What follows belongs to an exercise in optimizing a design on an open flow for small area; a production flow would make more cautious choices. Only simulation tests tie the RTL to the original design; equivalence was not proved. The clock port is modelled as an ideal driver; clocking choices that lean on that would not hold on a real chip. No activity file was given, so power comes from the tool's default toggle rates.

`flow/config.mk`:
```
export PLATFORM = sky130hd
export DESIGN_NAME = mnemonic_device
export DESIGN_NICKNAME = mnemonic_device
export VERILOG_FILES = /design/flow/design.v
export SDC_FILE = /design/flow/constraint.sdc
export NUM_CORES = 4
export LEC_CHECK = 0
export CAP_MARGIN = 20
export CORE_MARGIN = 2
export CORE_UTILIZATION = 65
export GPL_TIMING_DRIVEN = 0
export PLACE_DENSITY = 0.75
export SLEW_MARGIN = 20
export SYNTH_HIERARCHICAL = 1
```
`flow/constraint.sdc`:
```
create_clock -name core_clock -period 6.5 [get_ports {clk}]
set_input_delay 1.3000 -clock core_clock [delete_from_list [all_inputs] [get_ports {clk}]]
set_output_delay 1.3000 -clock core_clock [all_outputs]
set_load 0.01 [all_outputs]
```
`flow/design.v`:
```
module mnemonic_device(
    input wire clk,
    input wire reset,
    input wire switch,
    input wire change_but,
    output wire sequence_o,
    output wire sequence_oe
    );
    parameter WIDTH = 16;
    reg [WIDTH-1:0] count_clks_n;    
    wire [WIDTH-1:0] count_clks = ~count_clks_n;
    reg [5:0] count_regs;
    reg [5:0] sequence_count;    
    reg previous_state;
    reg send_sequence;
    reg sequence_holder;
    function [WIDTH-1:0] cnt_inc;
        input [WIDTH-1:0] s;
        cnt_inc = {s[14:0], s[15] ^ s[13] ^ s[12] ^ s[10] ^ ~|s[14:0]};
    endfunction
    function [WIDTH-1:0] cnt_dec;
        input [WIDTH-1:0] t;
        cnt_dec = {t[0] ^ t[14] ^ t[13] ^ t[11] ^ ~|t[15:1], t[15:1]};
    endfunction
    function [5:0] ptr_inc;
        input [5:0] p;
        ptr_inc = {p[4:0] == 5'b10000, p[3:0], p[4] ^ p[2] ^ ~|p[3:0]};
    endfunction
    wire transition = previous_state != change_but;
    wire playing = sequence_count != count_regs;    
    wire seq_zero = sequence_count == 6'd0;
    wire [4:0] addr = switch ? count_regs[4:0] : sequence_count[4:0];
    wire wen;
    wire [31:0] sel;
    wire [32*WIDTH-1:0] mem_flat;
    wire [WIDTH-1:0] rd_n;       
    md_rdmux #(.WIDTH(WIDTH)) u_rd (.m(mem_flat), .sel(sel), .y(rd_n));
    wire [WIDTH-1:0] rd = ~rd_n;
    wire rd_nz  = |rd;
    wire rd_gt1 = |rd[WIDTH-1:1];
    wire dec = rd_gt1 | (seq_zero & rd[0]);
    wire [WIDTH-1:0] wdata_n;
    wire [WIDTH-1:0] dec_n = ~cnt_dec(rd);
    genvar w;
    generate
        for (w = 0; w < WIDTH; w = w + 1) begin : wbus
            md_mux2 u (.s(switch), .a1(count_clks_n[w]), .a0(dec_n[w]), .y(wdata_n[w]));
        end
    endgenerate
    assign wen = ~(switch & count_regs[5]);
    wire [3:0] sel_lo = {3'd0, wen} << addr[1:0];
    wire [7:0] sel_hi = 8'd1 << addr[4:2];
    genvar d;
    generate
        for (d = 0; d < 32; d = d + 1) begin : dec_sel
            md_and2 u (.a(sel_lo[d % 4]), .b(sel_hi[d / 4]), .y(sel[d]));
        end
    endgenerate
    genvar k;
    generate
        for (k = 0; k < 32; k = k + 1) begin : entry
            reg [WIDTH-1:0] q_n;
            always @(posedge clk)
                if (sel[k]) q_n <= wdata_n;
            assign mem_flat[k*WIDTH +: WIDTH] = q_n;
        end
    endgenerate
    always @(posedge clk) begin
        if (reset) begin
            previous_state <= 1'b0;
            count_clks_n <= {WIDTH{1'b1}};
            count_regs <= 6'd0;
            sequence_count <= 6'd0;
            sequence_holder <= 1'b0;
            send_sequence <= 1'b0;
        end else if (switch) begin
            send_sequence <= 1'b0;
            if (transition) begin
                previous_state <= change_but;
                if (~count_regs[5])
                    count_regs <= ptr_inc(count_regs);
                count_clks_n <= ~{{(WIDTH-1){1'b0}}, 1'b1};
            end else begin
                count_clks_n <= ~cnt_inc(count_clks);
            end
        end else if (playing) begin
            if (~dec) begin
                sequence_count <= ptr_inc(sequence_count);
                sequence_holder <= ~sequence_holder;
            end
            if (seq_zero & rd_nz)
                send_sequence <= 1'b1;
        end else begin
            send_sequence <= 1'b0;
            count_regs <= 6'd0;
            sequence_count <= 6'd0;
        end
    end
    assign sequence_o = send_sequence & sequence_holder;
    assign sequence_oe = send_sequence;
endmodule
module md_rdmux #(parameter WIDTH = 16) (
    input wire [32*WIDTH-1:0] m,
    input wire [31:0] sel,
    output wire [WIDTH-1:0] y
    );
    genvar b, g;
    generate
        for (b = 0; b < WIDTH; b = b + 1) begin : col
            wire [10:0] t;       
            for (g = 0; g < 10; g = g + 1) begin : grp
                md_aoi222 u (.a0(m[(3*g)*WIDTH+b]), .s0(sel[3*g]),
                             .a1(m[(3*g+1)*WIDTH+b]), .s1(sel[3*g+1]),
                             .a2(m[(3*g+2)*WIDTH+b]), .s2(sel[3*g+2]),
                             .y(t[g]));
            end
            md_aoi22 u_last (.a0(m[30*WIDTH+b]), .s0(sel[30]),
                             .a1(m[31*WIDTH+b]), .s1(sel[31]), .y(t[10]));
            wire [2:0] p;
            md_nand4 u_n0 (.a(t[0]), .b(t[1]), .c(t[2]), .d(t[3]), .y(p[0]));
            md_nand4 u_n1 (.a(t[4]), .b(t[5]), .c(t[6]), .d(t[7]), .y(p[1]));
            md_nand3 u_n2 (.a(t[8]), .b(t[9]), .c(t[10]), .y(p[2]));
            md_or3 u_o (.a(p[0]), .b(p[1]), .c(p[2]), .y(y[b]));
        end
    endgenerate
endmodule
module md_aoi222 (input wire a0, s0, a1, s1, a2, s2, output wire y);
    assign y = ~((a0 & s0) | (a1 & s1) | (a2 & s2));
endmodule
module md_aoi22 (input wire a0, s0, a1, s1, output wire y);
    assign y = ~((a0 & s0) | (a1 & s1));
endmodule
module md_nand4 (input wire a, b, c, d, output wire y);
    assign y = ~(a & b & c & d);
endmodule
module md_nand3 (input wire a, b, c, output wire y);
    assign y = ~(a & b & c);
endmodule
module md_mux2 (input wire s, a1, a0, output wire y);
    assign y = s ? a1 : a0;
endmodule
module md_and2 (input wire a, b, output wire y);
    assign y = a & b;
endmodule
module md_or3 (input wire a, b, c, output wire y);
    assign y = a | b | c;
endmodule
```
`flow/flow/run.sh`:
```
#!/bin/bash
# Own flow: the standard layout (standard.sh, unchanged synthesis), with
#  - synthesis buffers removed before global placement (remove_buffers.tcl);
#  - ports buffered with the smallest buffer, sized later like other cells;
#  - clock tree synthesis set to insert no dummy loads and to cluster more
#    flip-flops on each clock buffer.
# ORFS writes each step's full log under orfs/logs/; make's output goes to
# standard.log.
set -o pipefail
here=$(cd "$(dirname "$0")" && pwd)
export PRE_GLOBAL_PLACE_TCL="$here/remove_buffers.tcl"
export BUFFER_PORTS_ARGS="-buffer_cell sky130_fd_sc_hd__buf_1"
export PRE_RESIZE_TCL="$here/size.tcl"
export CTS_ARGS="-sink_clustering_enable -repair_clock_nets -dont_use_dummy_load -buf_list {sky130_fd_sc_hd__clkbuf_4} -sink_clustering_size 10 -sink_clustering_max_diameter 35"
bash standard.sh > standard.log 2>&1
```
`flow/flow/cells.tcl`:
```
# Generated from the sky130hd liberty: cell footprint, area, max capacitance of the output
set ::cellinfo {
  a2111o_1 {a2111o 11.2608 0.17579}
  a2111o_2 {a2111o 12.5120 0.32411}
  a2111o_4 {a2111o 21.2704 0.53559}
  a2111oi_0 {a2111oi 8.7584 0.02107}
  a2111oi_1 {a2111oi 10.0096 0.03114}
  a2111oi_2 {a2111oi 15.0144 0.05677}
  a2111oi_4 {a2111oi 27.5264 0.10530}
  a211o_1 {a211o 8.7584 0.17671}
  a211o_2 {a211o 10.0096 0.32502}
  a211o_4 {a211o 17.5168 0.55940}
  a211oi_1 {a211oi 7.5072 0.04762}
  a211oi_2 {a211oi 12.5120 0.08882}
  a211oi_4 {a211oi 20.0192 0.14192}
  a21bo_1 {a21bo 10.0096 0.18311}
  a21bo_2 {a21bo 10.0096 0.28840}
  a21bo_4 {a21bo 16.2656 0.47517}
  a21boi_0 {a21boi 7.5072 0.04853}
  a21boi_1 {a21boi 7.5072 0.07600}
  a21boi_2 {a21boi 11.2608 0.12910}
  a21boi_4 {a21boi 18.7680 0.21516}
  a21o_1 {a21o 7.5072 0.17762}
  a21o_2 {a21o 8.7584 0.30946}
  a21o_4 {a21o 15.0144 0.56855}
  a21oi_1 {a21oi 5.0048 0.07417}
  a21oi_2 {a21oi 8.7584 0.12818}
  a21oi_4 {a21oi 16.2656 0.22157}
  a221o_1 {a221o 10.0096 0.15840}
  a221o_2 {a221o 11.2608 0.29939}
  a221o_4 {a221o 21.2704 0.53742}
  a221oi_1 {a221oi 8.7584 0.05494}
  a221oi_2 {a221oi 15.0144 0.09614}
  a221oi_4 {a221oi 26.2752 0.16664}
  a222oi_1 {a222oi 10.0096 0.06593}
  a22o_1 {a22o 8.7584 0.15931}
  a22o_2 {a22o 10.0096 0.30122}
  a22o_4 {a22o 17.5168 0.55665}
  a22oi_1 {a22oi 7.5072 0.08882}
  a22oi_2 {a22oi 12.5120 0.17030}
  a22oi_4 {a22oi 21.2704 0.29389}
  a2bb2o_1 {a2bb2o 10.0096 0.15840}
  a2bb2o_2 {a2bb2o 11.2608 0.30030}
  a2bb2o_4 {a2bb2o 20.0192 0.50263}
  a2bb2oi_1 {a2bb2oi 8.7584 0.06959}
  a2bb2oi_2 {a2bb2oi 15.0144 0.13001}
  a2bb2oi_4 {a2bb2oi 26.2752 0.22615}
  a311o_1 {a311o 10.0096 0.14283}
  a311o_2 {a311o 11.2608 0.29847}
  a311o_4 {a311o 20.0192 0.45320}
  a311oi_1 {a311oi 8.7584 0.04396}
  a311oi_2 {a311oi 15.0144 0.08424}
  a311oi_4 {a311oi 26.2752 0.13368}
  a31o_1 {a31o 8.7584 0.16023}
  a31o_2 {a31o 8.7584 0.27192}
  a31o_4 {a31o 17.5168 0.49897}
  a31oi_1 {a31oi 6.2560 0.06593}
  a31oi_2 {a31oi 12.5120 0.11811}
  a31oi_4 {a31oi 21.2704 0.21150}
  a32o_1 {a32o 10.0096 0.15107}
  a32o_2 {a32o 11.2608 0.26460}
  a32o_4 {a32o 21.2704 0.53651}
  a32oi_1 {a32oi 8.7584 0.08515}
  a32oi_2 {a32oi 16.2656 0.15565}
  a32oi_4 {a32oi 27.5264 0.25178}
  a41o_1 {a41o 10.0096 0.16572}
  a41o_2 {a41o 11.2608 0.32502}
  a41o_4 {a41o 21.2704 0.56031}
  a41oi_1 {a41oi 8.7584 0.06593}
  a41oi_2 {a41oi 16.2656 0.12452}
  a41oi_4 {a41oi 27.5264 0.19410}
  and2_0 {and2 6.2560 0.10896}
  and2_1 {and2 6.2560 0.15840}
  and2_2 {and2 7.5072 0.30305}
  and2_4 {and2 8.7584 0.53926}
  and2b_1 {and2b 7.5072 0.16938}
  and2b_2 {and2b 8.7584 0.31037}
  and2b_4 {and2b 10.0096 0.46876}
  and3_1 {and3 6.2560 0.15748}
  and3_2 {and3 7.5072 0.30946}
  and3_4 {and3 11.2608 0.53285}
  and3b_1 {and3b 8.7584 0.15748}
  and3b_2 {and3b 10.0096 0.30946}
  and3b_4 {and3b 12.5120 0.46052}
  and4_1 {and4 8.7584 0.16114}
  and4_2 {and4 10.0096 0.30030}
  and4_4 {and4 11.2608 0.53193}
  and4b_1 {and4b 10.0096 0.15565}
  and4b_2 {and4b 11.2608 0.29756}
  and4b_4 {and4b 13.7632 0.46327}
  and4bb_1 {and4bb 12.5120 0.15657}
  and4bb_2 {and4bb 12.5120 0.27009}
  and4bb_4 {and4bb 16.2656 0.46144}
  buf_1 {buf 3.7536 0.13001}
  buf_12 {buf 20.0192 5.00000}
  buf_16 {buf 27.5264 5.00000}
  buf_2 {buf 5.0048 0.31587}
  buf_4 {buf 7.5072 0.56123}
  buf_6 {buf 11.2608 0.78553}
  buf_8 {buf 15.0144 5.00000}
  bufbuf_16 {buf 32.5312 1.49415}
  bufbuf_8 {buf 18.7680 0.94117}
  bufinv_16 {inv 30.0288 1.50971}
  bufinv_8 {inv 17.5168 0.94209}
  clkbuf_1 {clkbuf 3.7536 0.13001}
  clkbuf_16 {clkbuf 25.0240 1.53169}
  clkbuf_2 {clkbuf 5.0048 0.28108}
  clkbuf_4 {clkbuf 7.5072 0.51728}
  clkbuf_8 {clkbuf 13.7632 0.90913}
  clkdlybuf4s15_1 {buf 10.0096 0.16023}
  clkdlybuf4s15_2 {buf 11.2608 0.28016}
  clkdlybuf4s18_1 {buf 10.0096 0.16023}
  clkdlybuf4s18_2 {buf 10.0096 0.29756}
  clkdlybuf4s25_1 {buf 10.0096 0.15199}
  clkdlybuf4s25_2 {buf 10.0096 0.29847}
  clkdlybuf4s50_1 {buf 10.0096 0.15657}
  clkdlybuf4s50_2 {buf 11.2608 0.29298}
  clkinv_1 {clkinv 3.7536 0.19044}
  clkinv_16 {clkinv 30.0288 2.34834}
  clkinv_2 {clkinv 5.0048 0.39552}
  clkinv_4 {clkinv 8.7584 0.78279}
  clkinv_8 {clkinv 16.2656 1.38154}
  clkinvlp_2 {inv 5.0048 0.15473}
  clkinvlp_4 {inv 7.5072 0.32136}
  dlygate4sd1_1 {buf 8.7584 0.15931}
  dlygate4sd2_1 {buf 8.7584 0.15931}
  dlygate4sd3_1 {buf 10.0096 0.15473}
  dlymetal6s2s_1 {delay 12.5120 0.15748}
  dlymetal6s4s_1 {delay 12.5120 0.15657}
  dlymetal6s6s_1 {delay 12.5120 0.16023}
  inv_1 {inv 3.7536 0.18128}
  inv_12 {inv 16.2656 1.41725}
  inv_16 {inv 20.0192 1.68183}
  inv_2 {inv 3.7536 0.33143}
  inv_4 {inv 6.2560 0.56306}
  inv_6 {inv 8.7584 0.78279}
  inv_8 {inv 11.2608 1.03547}
  maj3_1 {maj3 10.0096 0.15565}
  maj3_2 {maj3 11.2608 0.30488}
  maj3_4 {maj3 13.7632 0.53468}
  mux2_1 {mux2 11.2608 0.17305}
  mux2_2 {mux2 11.2608 0.29756}
  mux2_4 {mux2 15.0144 0.53651}
  mux2_8 {mux2 26.2752 0.93110}
  mux2i_1 {mux2i 10.0096 0.06867}
  mux2i_2 {mux2i 13.7632 0.10804}
  mux2i_4 {mux2i 22.5216 0.19044}
  mux4_1 {mux4 26.2752 0.16114}
  mux4_2 {mux4 22.5216 0.30122}
  mux4_4 {mux4 25.0240 0.54841}
  nand2_1 {nand2 3.7536 0.16664}
  nand2_2 {nand2 6.2560 0.29573}
  nand2_4 {nand2 11.2608 0.53010}
  nand2_8 {nand2 20.0192 0.93385}
  nand2b_1 {nand2b 6.2560 0.15016}
  nand2b_2 {nand2b 8.7584 0.28565}
  nand2b_4 {nand2b 13.7632 0.52186}
  nand3_1 {nand3 5.0048 0.14649}
  nand3_2 {nand3 10.0096 0.26002}
  nand3_4 {nand3 17.5168 0.46968}
  nand3b_1 {nand3b 7.5072 0.14375}
  nand3b_2 {nand3b 11.2608 0.26368}
  nand3b_4 {nand3b 20.0192 0.47975}
  nand4_1 {nand4 6.2560 0.12452}
  nand4_2 {nand4 12.5120 0.20051}
  nand4_4 {nand4 21.2704 0.35798}
  nand4b_1 {nand4b 8.7584 0.12452}
  nand4b_2 {nand4b 15.0144 0.20051}
  nand4b_4 {nand4b 23.7728 0.36439}
  nand4bb_1 {nand4bb 11.2608 0.12361}
  nand4bb_2 {nand4bb 16.2656 0.20051}
  nand4bb_4 {nand4bb 27.5264 0.35615}
  nor2_1 {nor2 3.7536 0.08607}
  nor2_2 {nor2 6.2560 0.14192}
  nor2_4 {nor2 11.2608 0.25178}
  nor2_8 {nor2 20.0192 0.43305}
  nor2b_1 {nor2b 6.2560 0.08241}
  nor2b_2 {nor2b 8.7584 0.14283}
  nor2b_4 {nor2b 13.7632 0.25453}
  nor3_1 {nor3 5.0048 0.05219}
  nor3_2 {nor3 10.0096 0.09248}
  nor3_4 {nor3 16.2656 0.15382}
  nor3b_1 {nor3b 7.5072 0.04945}
  nor3b_2 {nor3b 12.5120 0.09339}
  nor3b_4 {nor3b 18.7680 0.14649}
  nor4_1 {nor4 6.2560 0.03663}
  nor4_2 {nor4 12.5120 0.06410}
  nor4_4 {nor4 21.2704 0.11262}
  nor4b_1 {nor4b 8.7584 0.03388}
  nor4b_2 {nor4b 15.0144 0.06501}
  nor4b_4 {nor4b 23.7728 0.11353}
  nor4bb_1 {nor4bb 10.0096 0.03663}
  nor4bb_2 {nor4bb 16.2656 0.06044}
  nor4bb_4 {nor4bb 25.0240 0.11170}
  o2111a_1 {o2111a 11.2608 0.16114}
  o2111a_2 {o2111a 12.5120 0.29939}
  o2111a_4 {o2111a 20.0192 0.55116}
  o2111ai_1 {o2111ai 8.7584 0.07142}
  o2111ai_2 {o2111ai 15.0144 0.12910}
  o2111ai_4 {o2111ai 26.2752 0.21516}
  o211a_1 {o211a 10.0096 0.18311}
  o211a_2 {o211a 10.0096 0.26826}
  o211a_4 {o211a 17.5168 0.50904}
  o211ai_1 {o211ai 7.5072 0.07417}
  o211ai_2 {o211ai 12.5120 0.13368}
  o211ai_4 {o211ai 21.2704 0.21516}
  o21a_1 {o21a 7.5072 0.16297}
  o21a_2 {o21a 8.7584 0.29481}
  o21a_4 {o21a 15.0144 0.50996}
  o21ai_0 {o21ai 5.0048 0.05036}
  o21ai_1 {o21ai 5.0048 0.08058}
  o21ai_2 {o21ai 8.7584 0.13917}
  o21ai_4 {o21ai 16.2656 0.22431}
  o21ba_1 {o21ba 10.0096 0.15657}
  o21ba_2 {o21ba 10.0096 0.26460}
  o21ba_4 {o21ba 16.2656 0.45228}
  o21bai_1 {o21bai 7.5072 0.07783}
  o21bai_2 {o21bai 11.2608 0.14009}
  o21bai_4 {o21bai 18.7680 0.24537}
  o221a_1 {o221a 11.2608 0.15290}
  o221a_2 {o221a 11.2608 0.28108}
  o221a_4 {o221a 20.0192 0.48799}
  o221ai_1 {o221ai 8.7584 0.07051}
  o221ai_2 {o221ai 15.0144 0.12818}
  o221ai_4 {o221ai 26.2752 0.21607}
  o22a_1 {o22a 8.7584 0.16206}
  o22a_2 {o22a 10.0096 0.30488}
  o22a_4 {o22a 17.5168 0.53010}
  o22ai_1 {o22ai 6.2560 0.07325}
  o22ai_2 {o22ai 12.5120 0.13734}
  o22ai_4 {o22ai 20.0192 0.21699}
  o2bb2a_1 {o2bb2a 10.0096 0.15657}
  o2bb2a_2 {o2bb2a 11.2608 0.29481}
  o2bb2a_4 {o2bb2a 20.0192 0.49714}
  o2bb2ai_1 {o2bb2ai 8.7584 0.07600}
  o2bb2ai_2 {o2bb2ai 15.0144 0.13459}
  o2bb2ai_4 {o2bb2ai 27.5264 0.24629}
  o311a_1 {o311a 10.0096 0.15565}
  o311a_2 {o311a 11.2608 0.29389}
  o311a_4 {o311a 21.2704 0.53926}
  o311ai_0 {o311ai 8.7584 0.02931}
  o311ai_1 {o311ai 8.7584 0.04579}
  o311ai_2 {o311ai 16.2656 0.08241}
  o311ai_4 {o311ai 26.2752 0.14283}
  o31a_1 {o31a 8.7584 0.14924}
  o31a_2 {o31a 10.0096 0.28565}
  o31a_4 {o31a 17.5168 0.54475}
  o31ai_1 {o31ai 7.5072 0.04762}
  o31ai_2 {o31ai 12.5120 0.08058}
  o31ai_4 {o31ai 21.2704 0.14466}
  o32a_1 {o32a 10.0096 0.15016}
  o32a_2 {o32a 11.2608 0.30030}
  o32a_4 {o32a 22.5216 0.55665}
  o32ai_1 {o32ai 8.7584 0.04670}
  o32ai_2 {o32ai 16.2656 0.08882}
  o32ai_4 {o32ai 27.5264 0.15382}
  o41a_1 {o41a 11.2608 0.14741}
  o41a_2 {o41a 12.5120 0.30580}
  o41a_4 {o41a 21.2704 0.54475}
  o41ai_1 {o41ai 8.7584 0.03388}
  o41ai_2 {o41ai 16.2656 0.06227}
  o41ai_4 {o41ai 27.5264 0.10896}
  or2_0 {or2 6.2560 0.10072}
  or2_1 {or2 6.2560 0.16481}
  or2_2 {or2 6.2560 0.29939}
  or2_4 {or2 8.7584 0.51454}
  or2b_1 {or2b 7.5072 0.16938}
  or2b_2 {or2b 8.7584 0.31221}
  or2b_4 {or2b 11.2608 0.51545}
  or3_1 {or3 6.2560 0.16755}
  or3_2 {or3 7.5072 0.31037}
  or3_4 {or3 11.2608 0.53193}
  or3b_1 {or3b 8.7584 0.16755}
  or3b_2 {or3b 8.7584 0.26917}
  or3b_4 {or3b 11.2608 0.46968}
  or4_1 {or4 7.5072 0.16755}
  or4_2 {or4 8.7584 0.31037}
  or4_4 {or4 11.2608 0.53468}
  or4b_1 {or4b 10.0096 0.16755}
  or4b_2 {or4b 10.0096 0.26551}
  or4b_4 {or4b 13.7632 0.53376}
  or4bb_1 {or4bb 11.2608 0.16755}
  or4bb_2 {or4bb 12.5120 0.31221}
  or4bb_4 {or4bb 15.0144 0.53285}
  xnor2_1 {xnor2 8.7584 0.06959}
  xnor2_2 {xnor2 16.2656 0.12177}
  xnor2_4 {xnor2 27.5264 0.21150}
  xnor3_1 {xnor3 22.5216 0.15473}
  xnor3_2 {xnor3 23.7728 0.30122}
  xnor3_4 {xnor3 26.2752 0.55482}
  xor2_1 {xor2 8.7584 0.07691}
  xor2_2 {xor2 16.2656 0.13001}
  xor2_4 {xor2 27.5264 0.21974}
  xor3_1 {xor3 23.7728 0.15107}
  xor3_2 {xor3 25.0240 0.28565}
  xor3_4 {xor3 27.5264 0.50630}
}
```
`flow/flow/remove_buffers.tcl`:
```
# Before global placement: take out the buffers synthesis inserted (ORFS does
# the same when timing-driven placement is on); the port buffers are added
# after this.
remove_buffers
```
`flow/flow/size.tcl`:
```
source [file join [file dirname [info script]] cells.tcl]

set margin 0.75
set by_fp [dict create]
dict for {c info} $::cellinfo {
  lassign $info fp area mc
  dict lappend by_fp $fp [list $c $area $mc]
}
estimate_parasitics -placement
set scene [sta::cmd_scene]
set up 0
set down 0
set delta 0.0
foreach net [get_nets *] {
  set drv ""
  foreach p [get_pins -quiet -of_objects $net] {
    if {[get_property $p direction] eq "output"} { set drv $p }
  }
  if {$drv eq ""} continue
  set inst [$drv instance]
  set ref [get_property $inst ref_name]
  if {![regexp {^sky130_fd_sc_hd__(.+)$} $ref -> short]} continue
  if {![dict exists $::cellinfo $short]} continue
  lassign [dict get $::cellinfo $short] fp area mc
  set load [expr {1e12 * ([$net wire_capacitance $scene max] + [$net pin_capacitance $scene max])}]
  set best ""
  set strongest ""
  foreach cand [lsort -real -index 1 [dict get $by_fp $fp]] {
    lassign $cand c a m
    if {[lsearch -exact $::env(DONT_USE_CELLS) "sky130_fd_sc_hd__$c"] >= 0} continue
    if {$strongest eq "" || $m > [lindex $strongest 2]} {
      set strongest [list $c $a $m]
    }
    if {$m * $margin >= $load} {
      if {$best eq "" || $a < [lindex $best 1] || ($a == [lindex $best 1] && $m > [lindex $best 2])} {
        set best [list $c $a $m]
      }
    }
  }
  # no cell of the footprint is strong enough: take the strongest, and leave
  # the rest to repair_design
  if {$best eq ""} { set best $strongest }
  if {$best eq "" || [lindex $best 0] eq $short} continue
  replace_cell [get_full_name $inst] sky130_fd_sc_hd__[lindex $best 0]
  set delta [expr {$delta + [lindex $best 1] - $area}]
  if {[lindex $best 1] > $area} { incr up } else { incr down }
}
puts [format "size.tcl: %d cells sized up, %d down, area change %.1f um2" $up $down $delta]
```
`flow/standard.sh`:
```
#!/bin/bash
# synth_recipe.tcl (not shown) runs the flow's synth.tcl, then flattens the netlist and writes it again
# the make line also repeats each setting of config.mk as NAME=value (left out here)
make -C /OpenROAD-flow-scripts/flow DESIGN_CONFIG=/design/flow/config.mk WORK_HOME=/design/flow/orfs CLKGATE_MAP_FILE= SYNTH_SCRIPT=/design/flow/synth_recipe.tcl "${@:-finish}"
```
==> flow_summary.ini, run 1 <==
[logic_synthesis]
syn_nets = 1002
yosysWarnings = 7
ys_seq_elements = 543
synth.avg_cell_area_um2 = 19.7
syn_area_um2 = 19700
seq_area_frac_synth_pct = 81.2
netlist_instances = 998
ys_types = 43

[floorplanning]
die_width_um = 178
die_y_um = 178
start_util_pct = 66.3
rows = 63
pin_count = 6
core_area_um2 = 29700
dieArea_um2 = 31700

[clocking]
post-cts-setup-buffers = 0
cts.repair.resized = 0
cts.clk_slew.worst_paths_ns = 0.10
worstSkewPairLatency_ns = 0.73
cts_buffers = 73
postCtsHoldBufs = 0
cts-htree-levels = 3
cts_root_buffer = clkbuf_4
clock_sinks = 543
cts.path.max_buffers = 3
cts_tree = done

[critical_path]
crit_buf_inv = 2
cp_cell_sequence = buf_4 -> clkinv_1 -> nor3_1 -> a21oi_1 -> nor2_1 -> and2_2 -> a222oi_1 -> nand4_1 -> or3_1 -> nand4_1 -> or4_1 -> xnor2_1 -> mux2_2
worst_path_most_repeated_cell = nand4_1
crit_fanout = 51
cp_top_family = simple AND/OR/NAND/NOR gates
critPathSlowestCell = and2_2
slowest_delay_ns = 0.74
critical_path_arrival_ns = 6.02
start_kind = primary input
r2r_slack_ns = 1.73
end_kind = flip-flop
critPathKind = in2reg
required_ns = 6.88

[placed_design]
place_inst = 1379
placed_cell_area_um2 = 20000
globalplace.congestion = 0.818
hpwl_mm = 21.1
pre_cts_ws_ns = -0.198
io_buffer_count = 5

[grt]
antenna_found_initial = 2
grt_pass1_wl_mm = 58.7
grt_pass1_vias = 9906
overflow = 0
grtUsageTotal_pct = 25.0
grt_start_max_net_pins = 52

[run]
maxCapViolCount = 0

[worst_hold_path]
hp-class = reg2reg

[timing]
whs_ns = 0.496
fin_worst_skew_ns = 0.0797
worst_pin_slew_ns = 0.884
rsz0062_at_grt = false
max_freq_mhz = 177
drv_slew = 0
fin_crit_sh_pct = 86.7
fin_crit_ns = 5.64
fin_setup_tns_ns = 0
relSlewSlack_pct = 40.9
final_hold_viol_count = 0
setup_viol = 0
layout_setup_ws_ns = 0.863

[cells_and_area]
final_cell_count_no_fill = 1454
fin_util_pct = 69.3
area_delta_synth_final_pct = 4.51
final_nets = 1068
final_cell_area_um2 = 20600
drive_gt1_share_pct = 12.2

[routing]
wl_per_cell_um = 27.0
drtAntennaViolNets = 0
drtIter0Drc = 1804
viasPerCell = 7.13
vias = 10400
finalWirelength_mm = 39.2
route.detailed.drc = 0
firstDrtPassIters = 12

[pwr]
peakVddDrop_mv = 0.180
power_switching_share_pct = 20.6
leakagePower_nw = 6.28
switching_power_mw = 1.16
clkPwrFrac_pct = 26.7
power_mw = 5.62
pwr-share-seq_pct = 69.4
p_int_mw = 4.46
power.share.combinational_pct = 3.9
power_per_cell_area_nw_per_um2 = 273

[run_status]
status = complete, no violations
-- state kept, by name (all words and copies together), names as in the netlist --
signal and cells:
count_clks_n 16, send_sequence 1, sequence_count 6, count_regs 6, previous_state 1, sequence_holder 1, entry.q_n 512
-- final cells by class --
| class | instances | area, um2 |
|---|---|---|
| multi-input cells | 436 | 3520 |
| clock buffers | 73 | 548 |
| diodes | 2 | 5.00 |
| inverters | 5 | 18.8 |
| well taps | 390 | 488 |
| flip-flops and latches | 543 | 16000 |
| fillers | 1884 | 9120 |
| repair buffers | 5 | 22.5 |
-- worst min-delay path: stages, from the launching register on --
cell	delay, ns
dfxtp_1	0.36
mux2i_1	0.08
nand2_1	0.06
-- power by group through the flow --
stage | registers [mW] | clock network, mW | logic, mW
2_1_floorplan | 3.98 | 0 | 0.137
3_3_place_gp | 3.98 | 0 | 0.219
3_5_place_dp | 3.98 | 0 | 0.216
4_1_cts | 3.90 | 1.54 | 0.216
5_1_grt | 3.90 | 1.69 | 0.233
6_report | 3.90 | 1.50 | 0.217
-- Yosys stat by module, one instance, submodules excluded, excerpt --
module / cells / times used / area (um2) / flops+latches
mnemonic_device: 710 / 1 / 17100 / 543
md_or3: 1 / 16 / 6.26 / 0
md_aoi222: 1 / 160 / 10.0 / 0
md_mux2: 1 / 16 / 15.0 / 0
md_nand3: 1 / 16 / 5.00 / 0
md_and2: 1 / 32 / 6.26 / 0
md_nand4: 1 / 32 / 6.26 / 0
md_aoi22: 1 / 16 / 12.5 / 0
-- path summary, 6_finish.rpt --
| kind | end | depth (start not counted) | from |
|---|---|---|---|
| max | entry[6].q_n[15] | 13 | switch |
| min | count_clks_n[12] | 2 | count_clks_n[11] |
| max reg2reg | entry[6].q_n[15] | 10 | sequence_count[1] |
| min reg2reg | count_clks_n[12] | 2 | count_clks_n[11] |
-- cell families after synthesis --
family	after synthesis	share of synthesized area [%]
DFF	543	81.2
AOI/OAI and AO/OA	211	10.5
and+or+nand+nor	172	4.91
muxes	39	2.42
buffers and inverters	19	0.374
xor gates and xnor gates	14	0.622
-- Yosys cell counts, drive strengths merged --
cell type	instances	share of area [%]
a2111o	1	0.057
buf	3	0.070
and2	33	1.0
or2b	1	0.038
nor2	14	0.27
nand4	39	1.2
o21ai	3	0.076
a21oi	5	0.13
nand3	19	0.48
o32ai	5	0.22
o2111ai	1	0.076
nor2b	2	0.063
clkbuf	11	0.21
nand2	24	0.46
a32oi	2	0.089
nor3	5	0.13
or3	18	0.57
xnor2	11	0.49
a22oi	16	1.0
nor4	1	0.032
or4	4	0.19
mux2	18	1.4
dfxtp	31	3.1
clkinv	1	0.019
o41ai	1	0.044
o41a	1	0.057
a311o	1	0.051
or2	1	0.032
inv	4	0.076
edfxtp	512	78
a41o	1	0.051
o22ai	10	0.32
a222oi	160	8.1
nand3b	3	0.11
xor2	3	0.13
a2bb2oi	2	0.089
nand2b	8	0.25
mux2i	21	1.1
a2111oi	2	0.12
-- layout by cell type (no fill, tap or decap), types with 2 or more instances in the layout --
cell type and instances:
edfxtp_1 512, a222oi_1 160, clkbuf_4 73, nand4_1 39, and2_2 32, dfxtp_1 31, nand2_1 24, mux2i_1 21
nand3_1 19, mux2_2 18, or3_1 18, a22oi_1 16, nor2_1 14, xnor2_1 11, o22ai_1 10, nand2b_1 8
nor3_1 5, o32ai_1 5, a21oi_1 4, inv_2 4, or4_1 4, buf_1 4, xor2_1 3, nand3b_1 3
o21ai_1 3, diode_2 2, nor2b_1 2, a32oi_1 2, a2bb2oi_1 2, a2111oi_0 2
-- routing by layer --
layer	share of wire (%)	global-route usage [%]
met4	2.4	8.98
met5	0	0
met3	9.4	4.60
met2	46	37.5
met1	42	37.5
==> inputs of run 2 (changes only) <==
--- a/flow/flow/run.sh
+++ b/flow/flow/run.sh
@@ -1,8 +1,8 @@
 #!/bin/bash
-# Own flow: the standard layout (standard.sh, unchanged synthesis), with
+# Own flow: the standard layout (standard.sh, synthesis unchanged), with
 #  - synthesis buffers removed before global placement (remove_buffers.tcl);
 #  - ports buffered with the smallest buffer, sized later like other cells;
-#  - clock tree synthesis set to insert no dummy loads and to cluster more
-#    flip-flops on each clock buffer.
+#  - clock tree synthesis with small clock buffers (clkbuf_4) on small
+#    clusters of flip-flops, and no dummy loads.
 # ORFS writes each step's full log under orfs/logs/; make's output goes to
 # standard.log.
--- a/flow/config.mk
+++ b/flow/config.mk
@@ -8,7 +8,7 @@
 export CAP_MARGIN = 20
 export CORE_MARGIN = 2
-export CORE_UTILIZATION = 65
+export CORE_UTILIZATION = 60
 export GPL_TIMING_DRIVEN = 0
-export PLACE_DENSITY = 0.75
+export PLACE_DENSITY = 0.7
 export SLEW_MARGIN = 20
 export SYNTH_HIERARCHICAL = 1
==> run 2 against run 1 <==
Against the previous run:
- flip-flop and latch count stayed put
- maximum frequency is 0.57% lower
- die area is 8.1% higher
- setup slack worse by 0.032 ns
- clock power hardly changed
- clock skew is 0.010 ns lower
- synthesized cell count stayed put
- largest cell class unchanged
==> flow_summary.ini, run 2 <==
[run_status]
status = complete, no violations

[cells_and_area]
final_cell_count_no_fill = 1509
final_common_cell = edfxtp_1
largest_reg_flops = 512
multi_input_area_um2 = 3520
drive_gt1_share_pct = 12.6
area_delta_synth_final_pct = 4.98
mostFrequentLayoutCells = edfxtp_1, a222oi_1, clkbuf_4
regArea_um2 = 16000
largest_register = entry.q_n
biggestRegsByFlops = entry.q_n: 512 flops, count_clks_n: 16 flops
final_nets = 1072
fillers = 2249

[clocking]
clock_sinks = 543
postCtsHoldBufs = 0
cts-htree-levels = 3
post-cts-setup-buffers = 0
cts_tree = done
cts.clk_slew.worst_paths_ns = 0.09
cts.repair.resized = 0
cts_root_buffer = clkbuf_4
worstSkewPairLatency_ns = 0.74
cts.path.max_buffers = 3
cts_buffers = 77

[pwr]
power_per_cell_area_nw_per_um2 = 273
power_mw = 5.65
peakVddDrop_mv = 0.172
leakagePower_nw = 6.30

[critical_path]
reg2reg_from = sequence_count[1]
rr_endpoint = entry[8].q_n[15]
end_kind = flip-flop
required_ns = 6.90
r2r.worst_path.cells = 10
critPathKind = in2reg
crit_fanout = 51
r2r_slack_ns = 1.61
critical_path_arrival_ns = 6.07
cp-startpoint = switch
start_kind = primary input

[timing]
worst_pin_slew_ns = 0.963
setup_viol = 0
drv_slew = 0
fin_crit_ns = 5.67
fin_crit_sh_pct = 87.2
final_hold_viol_count = 0
whs_ns = 0.520
rsz0062_at_grt = false
fin_worst_skew_ns = 0.0695
max_freq_mhz = 176
relSlewSlack_pct = 35.6

[worst_hold_path]
hold_start = send_sequence
hp-class = reg2reg
holdPathStages = 2
hold_end = send_sequence

[placed_design]
place_inst = 1431
hpwl_mm = 20.8
io_buffer_count = 5
globalplace.congestion = 0.819

[floorplanning]
die_y_um = 185
dieArea_um2 = 34300
die_width_um = 185
start_util_pct = 60.7
core_area_um2 = 32500
rows = 66
pin_count = 6

[grt]
grtUsageTotal_pct = 23.1
grt_pass1_vias = 9699
overflow = 0
antenna_found_initial = 2
grt_start_max_net_pins = 52
grt_pass1_wl_mm = 58.5

[logic_synthesis]
ys_seq_elements = 543
synth_top_area_share_pct = 78.0
synth.most_common_cell = edfxtp_1
synth_mux_area_share_pct = 2.42
synth.avg_cell_area_um2 = 19.7
netlist_instances = 998
syn_nets = 1002
yosys.area_share.simple_pct = 4.91
ys.flop_type = edfxtp_1
yosysTopAreaCell = edfxtp_1
synth_fa_ha_area_share_pct = 0
synth_edf_count = 512
synth.top_cells.by_count = edfxtp_1, a222oi_1, nand4_1
ys_types = 43
ys_top_cells_by_area = edfxtp_1, a222oi_1, dfxtp_1, mux2_4, nand4_1
async_flop_share_pct = 0
syn_area_um2 = 19700
synth_xor_area_share_pct = 0.622
seq_area_frac_synth_pct = 81.2
synth_compound_area_share_pct = 10.5
yosysWarnings = 7
synth_top_family_by_area = compound AO/OA/AOI/OAI gates

[routing]
drtAntennaViolNets = 0
vias = 10300
finalWirelength_mm = 39.0
route.detailed.drc = 0
viasPerCell = 6.82
wl_per_cell_um = 25.8
drtIter0Drc = 1791
firstDrtPassIters = 9

[run]
maxCapViolCount = 0
run 2: changes by cell type in the layout (fill, tap and decap cells not counted), sizes merged:
cell | previous run | this run
diode | 2 | 1
clkbuf | 73 | 77
run 2: cells by family after synthesis:
group | Yosys count
and+or+nand+nor | 172
AOI/OAI and AO/OA | 211
buffers and inverters | 19
muxes | 39
xor gates and xnor gates | 14
DFF | 543
run 2: worst max-delay path: stages:
cell and delay [ns]:
buf_4 0.53, clkinv_1 0.45, nor3_1 0.29, a21oi_1 0.08, nor2_1 0.26, and2_2 0.74, a222oi_1 0.26, nand4_1 0.25
or3_1 0.22, nand4_1 0.20, or4_1 0.62, xnor2_1 0.18, mux2_2 0.62
run 2: report_power, final:
| part | total [mW] | switching [mW] | internal, mW |
|---|---|---|---|
| logic | 0.216 | 0.169 | 0.0466 |
| clock network | 1.53 | 0.988 | 0.545 |
| registers | 3.90 | 0.00542 | 3.90 |
run 2: layer usage:
metal,up-vias,wire length [um],track usage (%)
met4,0,777,7.81
met3,49,3280,4.44
met2,415,17900,34.7
met1,5225,17000,34.4
li1,4607,-,-
met5,-,0,0
run 2: final cells by class:
type / count / share of cell area (%)
Clock buffer: 77 / 2.79
Antenna cell: 1 / 0.0121
Multi-Input combinational cell: 436 / 17.0
Sequential cell: 543 / 77.3
Tap cell: 442 / 2.67
Timing Repair Buffer: 5 / 0.109
Inverter: 5 / 0.0907
run 2: metrics by stage:
stage	worst slack, ns	util [%]	setup TNS [ns]	cell area (um2)
finish	0.831	63.8	0	20700
global route	0.563	63.8	0	20700
CTS	0.461	63.7	0	20700
detailed placement	-0.254	62.0	-8.09	20100
global placement	-2.51	62.3	-811.02	20200
floorplan	1.12	-	0	19700
run 2: worst max-delay path by stage:
stage                             end  slack (ns)  cells after the start
global placement     entry[7].q_n[15]       -2.51                     13
detailed placement   entry[6].q_n[15]       -0.25                     13
global route        entry[26].q_n[15]        0.56                     13
finish               entry[8].q_n[15]        0.83                     13
CTS                 entry[26].q_n[15]        0.46                     13
floorplan            entry[0].q_n[15]        1.12                     13
run 2: modules after synthesis (local to each module, per instance), excerpt:
module,flip-flops and latches,cells,times used
md_aoi22,0,1,16
md_nand4,0,1,32
md_nand3,0,1,16
md_mux2,0,1,16
mnemonic_device,543,710,1
md_and2,0,1,32
md_aoi222,0,1,160
md_or3,0,1,16
==> inputs of run 3 (changes only) <==
--- a/flow/config.mk
+++ b/flow/config.mk
@@ -8,7 +8,7 @@
 export CAP_MARGIN = 20
 export CORE_MARGIN = 2
-export CORE_UTILIZATION = 60
+export CORE_UTILIZATION = 65
 export GPL_TIMING_DRIVEN = 0
-export PLACE_DENSITY = 0.7
+export PLACE_DENSITY = 0.75
 export SLEW_MARGIN = 20
 export SYNTH_HIERARCHICAL = 1
==> run 3 against run 2 <==
Against the previous run:
- setup slack better by 0.032 ns
- largest cell class unchanged
- still clean
- critical path type unchanged
- global-route usage rose by 1.9 points
- clock power barely moved
- flip-flop and latch count unchanged
==> flow_summary.ini, run 3 <==
[critical_path]
crit_buf_inv = 2
required_ns = 6.88
critPathSlowestCell = and2_2
critical_path_arrival_ns = 6.02
worst_path_most_repeated_cell = nand4_1
end_kind = flip-flop
cp_top_family = simple AND/OR/NAND/NOR gates
crit_fanout = 51
cp_cell_sequence = buf_4 -> clkinv_1 -> nor3_1 -> a21oi_1 -> nor2_1 -> and2_2 -> a222oi_1 -> nand4_1 -> or3_1 -> nand4_1 -> or4_1 -> xnor2_1 -> mux2_2
start_kind = primary input
slowest_delay_ns = 0.74
critPathKind = in2reg

[clocking]
cts_tree = done
postCtsHoldBufs = 0
post-cts-setup-buffers = 0
worstSkewPairLatency_ns = 0.73
cts_buffers = 73
cts_root_buffer = clkbuf_4
cts.repair.resized = 0
cts-htree-levels = 3
cts.path.max_buffers = 3
cts.clk_slew.worst_paths_ns = 0.10
clock_sinks = 543

[grt]
grtUsageTotal_pct = 25.0
grt_pass1_vias = 9906
grt_pass1_wl_mm = 58.7
overflow = 0
grt_start_max_net_pins = 52
antenna_found_initial = 2

[logic_synthesis]
syn_area_um2 = 19700
synth_top_area_share_pct = 78.0
yosysTopAreaCell = edfxtp_1
ys_top_cells_by_area = edfxtp_1, a222oi_1, dfxtp_1, mux2_4, nand4_1
ys_seq_elements = 543
ys.flop_type = edfxtp_1
ys_types = 43
async_flop_share_pct = 0
netlist_instances = 998
synth.avg_cell_area_um2 = 19.7
syn_nets = 1002
seq_area_frac_synth_pct = 81.2
yosysWarnings = 7
synth.top_cells.by_count = edfxtp_1, a222oi_1, nand4_1
synth.most_common_cell = edfxtp_1
synth_edf_count = 512

[placed_design]
placed_cell_area_um2 = 20000
hpwl_mm = 21.1
globalplace.congestion = 0.818
io_buffer_count = 5
place_inst = 1379

[timing]
fin_worst_skew_ns = 0.0797
setup_viol = 0
fin_crit_ns = 5.64
max_freq_mhz = 177
final_hold_viol_count = 0
drv_slew = 0
fin_setup_tns_ns = 0
relSlewSlack_pct = 40.9
rsz0062_at_grt = false
worst_pin_slew_ns = 0.884
fin_crit_sh_pct = 86.7

[cells_and_area]
largest_register = entry.q_n
area_delta_synth_final_pct = 4.51
fillers = 1884
final_cell_area_um2 = 20600
final_common_cell = edfxtp_1
mostFrequentLayoutCells = edfxtp_1, a222oi_1, clkbuf_4
largest_reg_flops = 512
biggestRegsByFlops = entry.q_n: 512 flops, count_clks_n: 16 flops
final_cell_count_no_fill = 1454
final_nets = 1068
drive_gt1_share_pct = 12.2

[worst_hold_path]
hp-class = reg2reg

[run_status]
status = complete, no violations

[floorplanning]
die_width_um = 178
dieArea_um2 = 31700
rows = 63
pin_count = 6
core_area_um2 = 29700
start_util_pct = 66.3
die_y_um = 178

[routing]
route.detailed.drc = 0
firstDrtPassIters = 12
viasPerCell = 7.13
finalWirelength_mm = 39.2
drtAntennaViolNets = 0
vias = 10400
wl_per_cell_um = 27.0
drtIter0Drc = 1804

[run]
maxCapViolCount = 0

[pwr]
power_per_cell_area_nw_per_um2 = 273
leakagePower_nw = 6.28
peakVddDrop_mv = 0.180
## run 3: cell type report
cell class                 count  area (um2)  area share, %
multi-input combinational    436        3520           17.1
antenna                        2        5.00         0.0243
inverter                       5        18.8         0.0911
clock buffer                  73         548           2.66
sequential                   543       16000           77.7
tap                          390         488           2.37
timing repair buffer           5        22.5          0.109
## run 3: stage by stage
| step | setup WS, ns | hold slack, ns | power, mW | util [%] |
|---|---|---|---|---|
| after detailed placement | -0.198 | 0.511 | 4.20 | 67.4 |
| after global routing | 0.633 | 0.515 | 5.82 | 69.3 |
| after CTS | 0.510 | 0.500 | 5.65 | 69.3 |
| after floorplan | 1.12 | 0.485 | 4.11 | - |
| after global placement | -2.46 | 0.482 | 4.20 | 67.8 |
| final | 0.863 | 0.496 | 5.62 | 69.3 |
## run 3: final timing paths
path                     start          endpoint  slack [ns]  cells past startpoint
max                     switch  entry[6].q_n[15]        0.86                     13
min           count_clks_n[11]  count_clks_n[12]        0.50                      2
min reg2reg   count_clks_n[11]  count_clks_n[12]        0.50                      2
max reg2reg  sequence_count[1]  entry[6].q_n[15]        1.73                     10
## run 3: per-module statistics from Yosys (local to each module, per instance), excerpt
module,flip-flops and latches,cell area [um2]
mnemonic_device,543,17100
md_aoi22,0,12.5
md_or3,0,6.26
md_nand4,0,6.26
md_and2,0,6.26
md_nand3,0,5.00
## run 3: per-layer routing
metal  part of all wire [%]  global-route usage (%)  routed length (um)  vias up
met1                     42                    37.5               16600     5231
met4                    2.4                    8.98                 935        0
met3                    9.4                    4.60                3680       59
met5                      0                       0                   0        -
li1                       -                       -                   -     4586
met2                     46                    37.5               18000      494
## run 3: cells by family after synthesis
logic type,synth area share (%)
flops,81.2
compound gates,10.5
simple gates,4.91
mux,2.42
buf+inv,0.374
xor+xnor,0.622
## run 3: worst min-delay path, cell delays in order, from the launching register on
cell and delay, ns:
dfxtp_1 0.36, mux2i_1 0.08, nand2_1 0.06
## run 3: power by group
| group | switching [mW] | internal (mW) | leakage [nW] |
|---|---|---|---|
| logic | 0.171 | 0.0466 | 1.14 |
| registers | 0.00586 | 3.89 | 4.81 |
| clock network | 0.981 | 0.518 | 0.336 |
==> inputs of run 4 (changes only) <==
--- a/flow/flow/size.tcl
+++ b/flow/flow/size.tcl
@@ -1,5 +1,5 @@
 source [file join [file dirname [info script]] cells.tcl]
 
-set margin 0.75
+set margin 0.85
 set by_fp [dict create]
 dict for {c info} $::cellinfo {
--- a/flow/config.mk
+++ b/flow/config.mk
@@ -6,9 +6,9 @@
 export NUM_CORES = 4
 export LEC_CHECK = 0
-export CAP_MARGIN = 20
+export CAP_MARGIN = 10
 export CORE_MARGIN = 2
 export CORE_UTILIZATION = 65
 export GPL_TIMING_DRIVEN = 0
 export PLACE_DENSITY = 0.75
-export SLEW_MARGIN = 20
+export SLEW_MARGIN = 10
 export SYNTH_HIERARCHICAL = 1
==> run 4 against run 3 <==
Against the previous run:
- global-route usage unchanged
- clock skew shrank 0.0029 ns
- count of clock-buffer cells in the layout is the same
- critical path depth stayed put
- wire length is essentially flat
- sequential share of layout area about the same
- clock power barely moved
- cell area hardly changed
- cell count unchanged
==> flow_summary.ini, run 4 <==
[logic_synthesis]
yosysTopAreaCell = edfxtp_1
ys_types = 43
synth.top_cells.by_count = edfxtp_1, a222oi_1, nand4_1
synth.avg_cell_area_um2 = 19.7
syn_nets = 1002
ys_top_cells_by_area = edfxtp_1, a222oi_1, dfxtp_1, mux2_4, nand4_1
netlist_instances = 998
syn_area_um2 = 19700
synth_edf_count = 512
seq_area_frac_synth_pct = 81.2
synth_top_area_share_pct = 78.0
ys.flop_type = edfxtp_1
ys_seq_elements = 543
yosysWarnings = 7
synth.most_common_cell = edfxtp_1
async_flop_share_pct = 0

[cells_and_area]
final_nets = 1068
largest_register = entry.q_n
area_delta_synth_final_pct = 4.49
largest_reg_flops = 512
final_common_cell = edfxtp_1
fillers = 1883
final_cell_area_um2 = 20600
biggestRegsByFlops = entry.q_n: 512 flops, count_clks_n: 16 flops
drive_gt1_share_pct = 12.2
mostFrequentLayoutCells = edfxtp_1, a222oi_1, clkbuf_4

[timing]
worst_pin_slew_ns = 1.17
final_hold_viol_count = 0
relSlewSlack_pct = 22.0
rsz0062_at_grt = false
max_freq_mhz = 164
drv_slew = 0
whs_ns = 0.497
fin_worst_skew_ns = 0.0767
setup_viol = 0
fin_crit_ns = 6.11
layout_setup_ws_ns = 0.390
fin_crit_sh_pct = 94.0

[clocking]
cts-htree-levels = 3
cts_root_buffer = clkbuf_4
cts.path.max_buffers = 3
cts_tree = done
worstSkewPairLatency_ns = 0.73
cts.repair.resized = 0
postCtsHoldBufs = 0
clock_sinks = 543
cts_buffers = 73
post-cts-setup-buffers = 0
cts.clk_slew.worst_paths_ns = 0.10

[pwr]
power_per_cell_area_nw_per_um2 = 273
leakagePower_nw = 6.28
power_mw = 5.62
peakVddDrop_mv = 0.180

[critical_path]
crit_buf_inv = 2
cp_cell_sequence = buf_2 -> clkinv_1 -> nor3_1 -> a21oi_1 -> nor2_1 -> and2_2 -> a222oi_1 -> nand4_1 -> or3_1 -> nand4_1 -> or4_1 -> xnor2_1 -> mux2_2
cp_top_family = simple AND/OR/NAND/NOR gates
start_kind = primary input
required_ns = 6.88
critical_path_arrival_ns = 6.49
worst_path_most_repeated_cell = nand4_1
crit_fanout = 51
critPathKind = in2reg
end_kind = flip-flop
critPathSlowestCell = buf_2
slowest_delay_ns = 0.84

[routing]
vias = 10400
finalWirelength_mm = 39.2
drtIter0Drc = 1804
route.detailed.drc = 0
drtAntennaViolNets = 0
wl_per_cell_um = 27.0
firstDrtPassIters = 7
viasPerCell = 7.13

[grt]
grt_pass1_wl_mm = 58.7
grt_pass1_vias = 9906
grtUsageTotal_pct = 25.0
antenna_found_initial = 2
overflow = 0
grt_start_max_net_pins = 52

[run_status]
status = complete, no violations

[floorplanning]
die_width_um = 178
start_util_pct = 66.3
die_y_um = 178
core_area_um2 = 29700
rows = 63
dieArea_um2 = 31700
pin_count = 6

[placed_design]
hpwl_mm = 21.1
io_buffer_count = 5
globalplace.congestion = 0.818
pre_cts_ws_ns = -0.198
placed_cell_area_um2 = 20000

[worst_hold_path]
hp-class = reg2reg

[run]
maxCapViolCount = 0
==> run 4: changes by cell type in the layout (fill, tap and decap cells not counted) <==
cell / delta
buf_2: +1
buf_4: -1
==> run 4: worst reg2reg max path, cell delays in order (launching register included) <==
cell      delay (ns)
dfxtp_1         0.48
inv_2           0.06
o32ai_1         0.75
and2_2          0.83
a222oi_1        0.31
nand4_1         0.25
or3_1           0.21
nand4_1         0.17
or4_1           0.61
xnor2_1         0.18
mux2_2          0.63
==> run 4: cell type report <==
cell class / instances / area, um2 / area share (%)
clock buffers: 73 / 548 / 2.66
multi-input cells: 436 / 3520 / 17.1
diodes: 2 / 5.00 / 0.0243
inverters: 5 / 18.8 / 0.0911
well taps: 390 / 488 / 2.37
flip-flops and latches: 543 / 16000 / 77.7
repair buffers: 5 / 20.0 / 0.0972
==> run 4: final timing paths <==
path	from	to	slack, ns	depth (start not counted)
worst min register to register	count_clks_n[11]	count_clks_n[12]	0.50	2
worst max register to register	sequence_count[1]	entry[6].q_n[15]	1.71	10
worst max-delay path	switch	entry[6].q_n[15]	0.39	13
worst min-delay path	count_clks_n[11]	count_clks_n[12]	0.50	2
==> run 4: metal layers <==
metal	vias to the layer above	routed length (um)	global-route usage, %
li1	4584	-	-
met1	5230	16500	37.5
met2	494	18000	37.5
met3	59	3740	4.60
met4	0	936	8.98
met5	-	0	0
==> run 4: power by group <==
group	internal (mW)	switching [mW]	total (mW)	leakage (nW)
logic	0.0468	0.171	0.218	1.14
clock network	0.518	0.981	1.50	0.336
registers	3.89	0.00586	3.90	4.81
==> run 4: cells by family (layout without fill, tap and decap cells) <==
kind of cell / count (synthesis) / count (layout) / share of synthesized area, %
flip-flops: 543 / 543 / 81.2
AO/OA/AOI/OAI: 211 / 211 / 10.5
AND/OR/NAND/NOR: 172 / 172 / 4.91
multiplexers: 39 / 39 / 2.42
buffers and inverters: 19 / 83 / 0.374
XOR/XNOR: 14 / 14 / 0.622
other: 0 / 2 / 0
==> run 4: through the flow <==
stage               setup TNS, ns  util [%]  cells
floorplan                       0         -    998
global placement          -807.91      67.8   1379
detailed placement          -6.57      67.4   1379
CTS                             0      69.3   1452
global route                    0      69.3   1453
finish                          0      69.3   1454
==> run 4: per-module statistics from Yosys (local to each module, per instance), a selection <==
module           times used  cells  flops+latches  cell area [um2]
md_or3                   16      1              0             6.26
md_mux2                  16      1              0             15.0
md_nand3                 16      1              0             5.00
md_nand4                 32      1              0             6.26
mnemonic_device           1    710            543            17100
md_and2                  32      1              0             6.26
md_aoi22                 16      1              0             12.5
md_aoi222               160      1              0             10.0
==> inputs of run 5 (changes only) <==
--- a/flow/flow/run.sh
+++ b/flow/flow/run.sh
@@ -12,4 +12,5 @@
 export BUFFER_PORTS_ARGS="-buffer_cell sky130_fd_sc_hd__buf_1"
 export PRE_RESIZE_TCL="$here/size.tcl"
-export CTS_ARGS="-sink_clustering_enable -repair_clock_nets -dont_use_dummy_load -buf_list {sky130_fd_sc_hd__clkbuf_4} -sink_clustering_size 10 -sink_clustering_max_diameter 35"
+export POST_CTS_TCL="$here/clk_fix.tcl"
+export CTS_ARGS="-sink_clustering_enable -repair_clock_nets -dont_use_dummy_load -buf_list {sky130_fd_sc_hd__clkbuf_2} -sink_clustering_size 8 -sink_clustering_max_diameter 30"
 bash standard.sh > standard.log 2>&1
==> flow/flow/clk_fix.tcl (new file) <==
set target_ps 100.0
set chain {sky130_fd_sc_hd__clkbuf_1 sky130_fd_sc_hd__clkbuf_2 sky130_fd_sc_hd__clkbuf_4 sky130_fd_sc_hd__clkbuf_8 sky130_fd_sc_hd__clkbuf_16}
proc clk_pin_slew_ps {pin} {
  set worst 0.0
  foreach edge {rise fall} {
    foreach a {min max} {
      set s [get_property $pin slew_${a}_$edge]
      set worst [expr {max($worst, [sta::time_ui_sta $s] * 1e12)}]
    }
  }
  return $worst
}
set_propagated_clock [all_clocks]
set total 0
for {set pass 0} {$pass < 4} {incr pass} {
  estimate_parasitics -placement
  set bad [dict create]
  set worst 0.0
  foreach p [all_registers -clock_pins -edge_triggered] {
    set s [clk_pin_slew_ps $p]
    set worst [expr {max($worst, $s)}]
    if {$s <= $target_ps} continue
    foreach d [get_pins -of_objects [get_nets -of_objects $p]] {
      if {[get_property $d direction] eq "output"} {
        dict set bad [get_full_name [$d instance]] 1
      }
    }
  }
  puts [format "clk_fix.tcl: pass %d, worst clock pin slew %.1f ps, %d buffers to size up" $pass $worst [dict size $bad]]
  if {[dict size $bad] == 0} break
  set n 0
  foreach i [dict keys $bad] {
    set ref [get_property [get_cells $i] ref_name]
    set k [lsearch -exact $chain $ref]
    if {$k < 0 || $k + 1 >= [llength $chain]} continue
    replace_cell $i [lindex $chain [expr {$k + 1}]]
    incr n
  }
  set total [expr {$total + $n}]
  if {$n == 0} break
}
puts "clk_fix.tcl: sized up $total clock buffers"
if {$total > 0} {
  detailed_placement
  check_placement -verbose
  estimate_parasitics -placement
}
--- a/flow/flow/size.tcl
+++ b/flow/flow/size.tcl
@@ -1,5 +1,5 @@
 source [file join [file dirname [info script]] cells.tcl]
 
-set margin 0.85
+set margin 0.75
 set by_fp [dict create]
 dict for {c info} $::cellinfo {
--- a/flow/config.mk
+++ b/flow/config.mk
@@ -6,9 +6,9 @@
 export NUM_CORES = 4
 export LEC_CHECK = 0
-export CAP_MARGIN = 10
+export CAP_MARGIN = 20
 export CORE_MARGIN = 2
 export CORE_UTILIZATION = 65
 export GPL_TIMING_DRIVEN = 0
 export PLACE_DENSITY = 0.75
-export SLEW_MARGIN = 10
+export SLEW_MARGIN = 20
 export SYNTH_HIERARCHICAL = 1
==> run 5 against run 4 <==
Against the previous run:
- register-to-register slack is essentially flat
- core utilization increased by 0.20 points
- maximum frequency up 12%
- non-clock buffer count unchanged
- first-iteration DRC count grew 4.6%
- synthesized area did not move
- combinational power is essentially flat
- critical path depth stayed put
- count of clock-buffer cells in the layout is 18 higher
- flip-flop and latch count is the same
- sequential power barely moved
- wire length is 0.40% higher
- critical path type unchanged
- critical endpoint is now sequence_holder
- highest routed layer unchanged
==> flow_summary.ini, run 5 <==
[floorplanning]
core_area_um2 = 29700
dieArea_um2 = 31700
pin_count = 6
rows = 63
start_util_pct = 66.3
die_y_um = 178
die_width_um = 178

[critical_path]
worst_path_most_repeated_cell = nand4_1
r2r_slack_ns = 1.72
cp-startpoint = switch
required_ns = 7.21
end_kind = flip-flop
slowest_delay_ns = 0.73
cp_top_family = simple AND/OR/NAND/NOR gates
rr_endpoint = sequence_holder
crit_buf_inv = 2
cp_cell_sequence = buf_4 -> clkinv_1 -> nor3_1 -> a21oi_1 -> nor2_1 -> and2_2 -> a222oi_1 -> nand4_1 -> or3_1 -> nand4_1 -> nor4_1 -> o2111ai_1 -> mux2_2
critical_path_arrival_ns = 6.19
r2r.worst_path.cells = 10
crit_fanout = 51
crit_path_end = sequence_holder
critPathKind = in2reg
start_kind = primary input
critPathSlowestCell = and2_2
cp.depth = 13
reg2reg_from = sequence_count[1]

[cells_and_area]
final_nets = 1086
fillers = 1874
mostFrequentLayoutCells = edfxtp_1, a222oi_1, clkbuf_4
final_common_cell = edfxtp_1
largest_register = entry.q_n
area_delta_synth_final_pct = 4.80
drive_gt1_share_pct = 13.7
biggestRegsByFlops = entry.q_n: 512 flops, count_clks_n: 16 flops
largest_reg_flops = 512
fin_util_pct = 69.5

[logic_synthesis]
netlist_instances = 998
synth_top_area_share_pct = 78.0
ys_top_cells_by_area = edfxtp_1, a222oi_1, dfxtp_1, mux2_4, nand4_1
ys.flop_type = edfxtp_1
synth.top_cells.by_count = edfxtp_1, a222oi_1, nand4_1
async_flop_share_pct = 0
seq_area_frac_synth_pct = 81.2
synth_edf_count = 512
synth.avg_cell_area_um2 = 19.7
syn_area_um2 = 19700
yosysTopAreaCell = edfxtp_1
ys_types = 43
yosysWarnings = 7
syn_nets = 1002
synth.most_common_cell = edfxtp_1
ys_seq_elements = 543

[clocking]
cts_tree = done
clock_sinks = 543
worstSkewPairLatency_ns = 0.92
cts.clk_slew.worst_paths_ns = 0.09

[placed_design]
hpwl_mm = 21.1
io_buffer_count = 5
globalplace.congestion = 0.818

[timing]
final_hold_viol_count = 0
fin_worst_skew_ns = 0.159
drv_slew = 0
setup_viol = 0
rsz0062_at_grt = false
relSlewSlack_pct = 37.8
fin_crit_ns = 5.48
worst_pin_slew_ns = 0.929
fin_setup_tns_ns = 0
fin_crit_sh_pct = 84.3
max_freq_mhz = 183

[grt]
grt_start_max_net_pins = 52
grt_pass1_wl_mm = 59.0
antenna_found_initial = 1
grt_pass1_vias = 9969
overflow = 0
grtUsageTotal_pct = 25.0

[routing]
drtAntennaViolNets = 0
drtIter0Drc = 1887
viasPerCell = 7.16
vias = 10500
finalWirelength_mm = 39.3
wl_per_cell_um = 26.7
firstDrtPassIters = 10
route.detailed.drc = 0

[pwr]
power_per_cell_area_nw_per_um2 = 274
power_mw = 5.67
clkPwrFrac_pct = 27.3
power.share.combinational_pct = 3.8
p_int_mw = 4.48
switching_power_mw = 1.19
peakVddDrop_mv = 0.188
leakagePower_nw = 6.35
pwr-share-seq_pct = 68.8
power_switching_share_pct = 20.9

[worst_hold_path]
hp-class = reg2reg

[run_status]
status = complete, no violations

[run]
maxCapViolCount = 0
[run 5: final cells by class]
type / instances / area (um2) / area share (%)
diodes: 2 / 5.00 / 0.0242
clock buffers: 91 / 606 / 2.93
inverters: 5 / 18.8 / 0.0909
multi-input cells: 436 / 3520 / 17.0
flip-flops and latches: 543 / 16000 / 77.4
well taps: 390 / 488 / 2.36
repair buffers: 5 / 22.5 / 0.109
[run 5: power groups by stage]
stage | combinational (mW) | clock (mW) | sequential [mW]
floorplan | 0.137 | 0 | 3.98
global placement | 0.219 | 0 | 3.98
detailed placement | 0.216 | 0 | 3.98
finish | 0.218 | 1.55 | 3.90
global route | 0.233 | 1.75 | 3.90
[run 5: worst min path at each step]
stage,start,to,slack [ns],depth (start not counted)
6_report,count_clks_n[11],count_clks_n[12],0.51,2
3_3_place_gp,send_sequence,send_sequence,0.48,2
3_5_place_dp,send_sequence,send_sequence,0.51,2
5_1_grt,count_clks_n[11],count_clks_n[12],0.53,2
2_1_floorplan,count_clks_n[15],count_clks_n[15],0.48,2
[run 5: logic make-up (layout without fill, tap and decap cells)]
family / Yosys count / after routing / synth area share [%]
buffers and inverters: 19 / 101 / 0.374
and+or+nand+nor: 172 / 172 / 4.91
AOI/OAI and AO/OA: 211 / 211 / 10.5
other: 0 / 2 / 0
muxes: 39 / 39 / 2.42
DFF: 543 / 543 / 81.2
xor gates and xnor gates: 14 / 14 / 0.622
[run 5: routing by layer]
metal | up-vias | global-route usage [%] | wire (um)
li1 | 4630 | - | -
met1 | 5307 | 38.2 | 16900
met2 | 550 | 37.4 | 18100
met3 | 54 | 4.92 | 3580
met4 | 0 | 7.55 | 785
met5 | - | 0 | 0
[run 5: worst min-delay path, stage by stage, from the launching register on]
cell and delay [ns]:
dfxtp_1 0.37, mux2i_1 0.08, nand2_1 0.06
[run 5: metrics by stage]
stage / hold slack (ns) / worst slack, ns / instance area, um2 / cells
6_report: 0.514 / 1.02 / 20700 / 1472
5_1_grt: 0.531 / 0.836 / 20700 / 1471
3_5_place_dp: 0.511 / -0.198 / 20000 / 1379
2_1_floorplan: 0.485 / 1.12 / 19700 / 998
3_3_place_gp: 0.482 / -2.46 / 20200 / 1379
[run 5: Yosys stat by module (local to each module, per instance), excerpt]
module | cell area [um2] | cells inside | copies in the design | flip-flops and latches
md_aoi222 | 10.0 | 1 | 160 | 0
md_nand3 | 5.00 | 1 | 16 | 0
md_aoi22 | 12.5 | 1 | 16 | 0
md_or3 | 6.26 | 1 | 16 | 0
mnemonic_device | 17100 | 710 | 1 | 543
md_and2 | 6.26 | 1 | 32 | 0
md_nand4 | 6.26 | 1 | 32 | 0
md_mux2 | 15.0 | 1 | 16 | 0

-- afterwards: timing with drivers on the ports --
No port has a modelled driver above. Below, the same layouts with a new extraction and two added sets of constraints. Step 1 (the two cells are an assumption about what drives the block):
set clk [get_ports {clk}]
set_driving_cell -lib_cell sky130_fd_sc_hd__clkbuf_16 $clk
set_driving_cell -lib_cell sky130_fd_sc_hd__buf_2 [delete_from_list [all_inputs] $clk]
Step 2 also shifts input and output timing later by t, the mid clock arrival at the registers, as if the neighbouring blocks saw the same clock. a / b / c = ideal / step 1 / step 2; a / b = the first two.
| run | t (ns) | setup WS [ns] | worst setup path at the end | clock arrival spread, ns | pins driven straight from the clock port |
|---|---|---|---|---|---|
| run 1 | 0.738 | 0.863 / 0.886 / 0.148 | input to register | 0.079 / 0.079 | 1 |
| run 2 | 0.750 | 0.831 / 0.828 / 0.079 | input to register | 0.069 / 0.069 | 1 |
| run 3 | 0.738 | 0.863 / 0.886 / 0.148 | input to register | 0.079 / 0.079 | 1 |
| run 4 | 0.738 | 0.390 / 0.412 / -0.327 | input to register | 0.077 / 0.077 | 1 |
| run 5 | 0.889 | 1.022 / 1.040 / 0.151 | input to register | 0.170 / 0.170 | 1 |
Met with ideal ports but missed after step 2: setup timing in run 4. For run 5, which loses most, drivers alone change the setup slack by +0.018 ns; drivers and shift together by -0.871 ns.
